This is an optimization exercise on Yosys and OpenROAD, whose aim is small area, not a production implementation.
In this exercise RTL edits were held to simulation tests only and were not proved equivalent to the original.
Power and IR drop assume default switching activity.

==> flow/design.v (excerpt) <==
module doc_axis_periphs (
    input               clk,
    input               reset_n,
    input               adc_avs_write_n,
    input               adc_avs_read_n,
    input  [3:0]        adc_avs_address,
    input  [31:0]       adc_avs_writedata,
    output [31:0]       adc_avs_readdata,
    output              adc_irq,
    input               pwm_avs_write_n,
    input               pwm_avs_read_n,
    input  [3:0]        pwm_avs_address,
    input  [31:0]       pwm_avs_writedata,
    output [31:0]       pwm_avs_readdata,
    input               sm_avs_write_n,
    input               sm_avs_read_n,
    input               sm_avs_address,
    input  [31:0]       sm_avs_writedata,
    output [31:0]       sm_avs_readdata,
    input               adc_pow_avs_write_n,
    input               adc_pow_avs_read_n,
    input  [3:0]        adc_pow_avs_address,
    input  [31:0]       adc_pow_avs_writedata,
    output [31:0]       adc_pow_avs_readdata,
    output              adc_pow_irq,
    output              pwm_sync_out,
    input               pwm_sync_in,
    input               adc_pow_sync_dat_u,
    input               adc_pow_sync_dat_w,
    output              adc_pow_overcurrent,
    input               adc_sync_dat_u,
    input               adc_sync_dat_w,
    output              adc_overcurrent,
    output [15:0]       pwm_carrier,
    output              pwm_carrier_latch,
    output              pwm_encoder_strobe_n,
    output              pwm_u_h,
    output              pwm_u_l,
    output              pwm_v_h,
    output              pwm_v_l,
    output              pwm_w_h,
    output              pwm_w_l,
    input               sm_overcurrent,
    input               sm_overvoltage,
    input               sm_undervoltage,
    input               sm_chopper,
    input               sm_dc_link_clk_err,
    input               sm_igbt_err,
    output              sm_error_out,
    output              sm_overcurrent_latch,
    output              sm_overvoltage_latch,
    output              sm_undervoltage_latch,
    output              sm_dc_link_clk_err_latch,
    output              sm_igbt_err_latch,
    output              sm_chopper_latch
);
==> module ssg_emb_sd_adc_dec128, before the edit <==
module ssg_emb_sd_adc_dec128 (
    input               clk,
    input               reset_n,
    input               cnr128,      
    input               dec_rate,    
    input [15:0]        offset,      
    input [21:0]        cn_in,       
    output reg [15:0]   sample_r     
);
reg [18:0] d0, c3, c4, c5;
wire [18:0] x   = dec_rate ? cn_in[18:0] : cn_in[21:3];
wire [18:0] c3n, c4n, c5n;
wire co3, co4, co5, cox;
rc_add #(19) sub3 (.a(x), .b(~d0), .ci(1'b1), .s(c3n), .co(co3));
rc_add #(19) sub4 (.a(c3n), .b(~c3), .ci(1'b1), .s(c4n), .co(co4));
rc_add #(19) sub5 (.a(c4n), .b(~c4), .ci(1'b1), .s(c5n), .co(co5));
always @(posedge clk or negedge reset_n)
    if (~reset_n)
    begin
        d0 <= 19'b0;
        c3 <= 19'b0;
        c4 <= 19'b0;
        c5 <= 19'b0;
    end
    else if (cnr128)
    begin
        d0 <= x;
        c3 <= c3n;
        c4 <= c4n;
        c5 <= c5n;
    end
wire [18:0] sample_x;
rc_add #(19) subx (.a(c5), .b(~{1'b0, offset, 2'b11}), .ci(1'b1), .s(sample_x), .co(cox));
wire [15:0] sat = (sample_x[18] == sample_x[17]) ? sample_x[17:2] :
                  sample_x[18] ? 16'h8001 : 16'h7FFF;
reg [15:0] s1, s2;
always @(posedge clk or negedge reset_n)
    if (~reset_n)
    begin
        s1 <= 16'b0;
        s2 <= 16'b0;
        sample_r <= 16'b0;
    end
    else
    begin
        if (~cnr128)
            s1 <= sat;
        s2 <= s1;
        sample_r <= s2;
    end
endmodule    
clock: 10.0 ns
lec_check: 0
abc_area: 1
cap_margin: 20
core_margin: 2
core_utilization: 70
slew_margin: 20
buffer_ports_args: -buffer_cell sky130_fd_sc_hd__buf_1
cts_args: -sink_clustering_enable -repair_clock_nets -sink_clustering_size 18 -sink_clustering_max_diameter 60 -buf_list sky130_fd_sc_hd__clkbuf_8 -dont_use_dummy_load
standard.sh (not shown) runs the stock make flow with config.mk's settings and CLKGATE_MAP_FILE= SYNTH_SCRIPT=/design/flow/synth_recipe.tcl, a recipe that flattens the netlist after the stock synthesis.
==> flow/flow/run.sh <==
#!/bin/bash
# The standard layout (standard.sh) with two changes: every input and
# output port is buffered by the smallest buffer cell, and clock tree
# synthesis does not add dummy loads. standard.sh's full output goes to
# standard.log; ORFS's per-step logs stay under orfs/logs/.
set -euo pipefail
cat >> "$FLOW_CONFIG" <<'EOC'
export BUFFER_PORTS_ARGS = -buffer_cell sky130_fd_sc_hd__buf_1
export CTS_ARGS = -sink_clustering_enable -repair_clock_nets -sink_clustering_size 18 -sink_clustering_max_diameter 60 -buf_list sky130_fd_sc_hd__clkbuf_8 -dont_use_dummy_load
EOC
bash standard.sh > standard.log 2>&1
==> next run, changes <==
--- a/flow/design.v
+++ b/flow/design.v
@@ -129,30 +129,31 @@
     input [21:0]        cn_in,       
     output reg [15:0]   sample_r     
 );
-reg [18:0] d0, c3, c4, c5;
+reg [18:0] d0, c3, c4, c5n;
 wire [18:0] x   = dec_rate ? cn_in[18:0] : cn_in[21:3];
-wire [18:0] c3n, c4n, c5n;
+wire [18:0] s3n, s4n, s5n;
 wire co3, co4, co5, cox;
-rc_add #(19) sub3 (.a(x), .b(~d0), .ci(1'b1), .s(c3n), .co(co3));
-rc_add #(19) sub4 (.a(c3n), .b(~c3), .ci(1'b1), .s(c4n), .co(co4));
-rc_add #(19) sub5 (.a(c4n), .b(~c4), .ci(1'b1), .s(c5n), .co(co5));
+rc_add #(19) sub3 (.a(~x), .b(d0), .ci(1'b0), .s(s3n), .co(co3));
+rc_add #(19) sub4 (.a(s3n), .b(c3), .ci(1'b0), .s(s4n), .co(co4));
+rc_add #(19) sub5 (.a(s4n), .b(c4), .ci(1'b0), .s(s5n), .co(co5));
 always @(posedge clk or negedge reset_n)
     if (~reset_n)
     begin
         d0 <= 19'b0;
         c3 <= 19'b0;
         c4 <= 19'b0;
-        c5 <= 19'b0;
+        c5n <= {19{1'b1}};
     end
     else if (cnr128)
     begin
         d0 <= x;
-        c3 <= c3n;
-        c4 <= c4n;
-        c5 <= c5n;
+        c3 <= ~s3n;
+        c4 <= ~s4n;
+        c5n <= s5n;
     end
-wire [18:0] sample_x;
-rc_add #(19) subx (.a(c5), .b(~{1'b0, offset, 2'b11}), .ci(1'b1), .s(sample_x), .co(cox));
+wire [18:0] sx_n;
+rc_add #(19) subx (.a(c5n), .b({1'b0, offset, 2'b11}), .ci(1'b0), .s(sx_n), .co(cox));
+wire [18:0] sample_x = ~sx_n;
 wire [15:0] sat = (sample_x[18] == sample_x[17]) ? sample_x[17:2] :
                   sample_x[18] ? 16'h8001 : 16'h7FFF;
 reg [15:0] s1, s2;
The changed run completed without violations.
Cell count stays flat.
Sequential cell count stays the same.
Power rises by 5.1%.
Setup slack improved by 0.0081 ns.
Routed wire length falls by 1.8%.
Design area stays flat.
Clock power hardly moves.
Global-route usage falls by 0.40 points.
Synthesized area rises by 0.31%.
Combinational power rises by about 7%.
Synthesized cell count barely changes.
Via count stays flat.
Core utilization rises by 0.11 points.
Count of clock-buffer cells in the layout rises by 2.

==> re-timing with driven ports <==
The results above use ideal ports. As a check the final layouts listed here were re-extracted and re-timed, cells and wires unchanged. Step 1 assumes that a clkbuf_16 drives the clock port and a buf_2 every other input. Step 2 adds t to the input delays and takes it off the output delays; t is the mean of the earliest and latest rising clock arrival at the registers after step 1. Input paths then give back, and output paths get back, about the clock's delay inside the block. a / b / c = ideal ports / drivers / drivers and shift; a / b = the first two.
| run | t (ns) | slack for setup (ns) | worst register clock-pin slew, ns |
|---|---|---|---|
| the first run | 0.840 | 0.270 / 0.270 / 0.270 | 0.12 / 0.12 |
| the second run | 0.838 | 0.278 / 0.278 / 0.278 | 0.11 / 0.11 |
After both steps setup and hold are still met in every run listed.
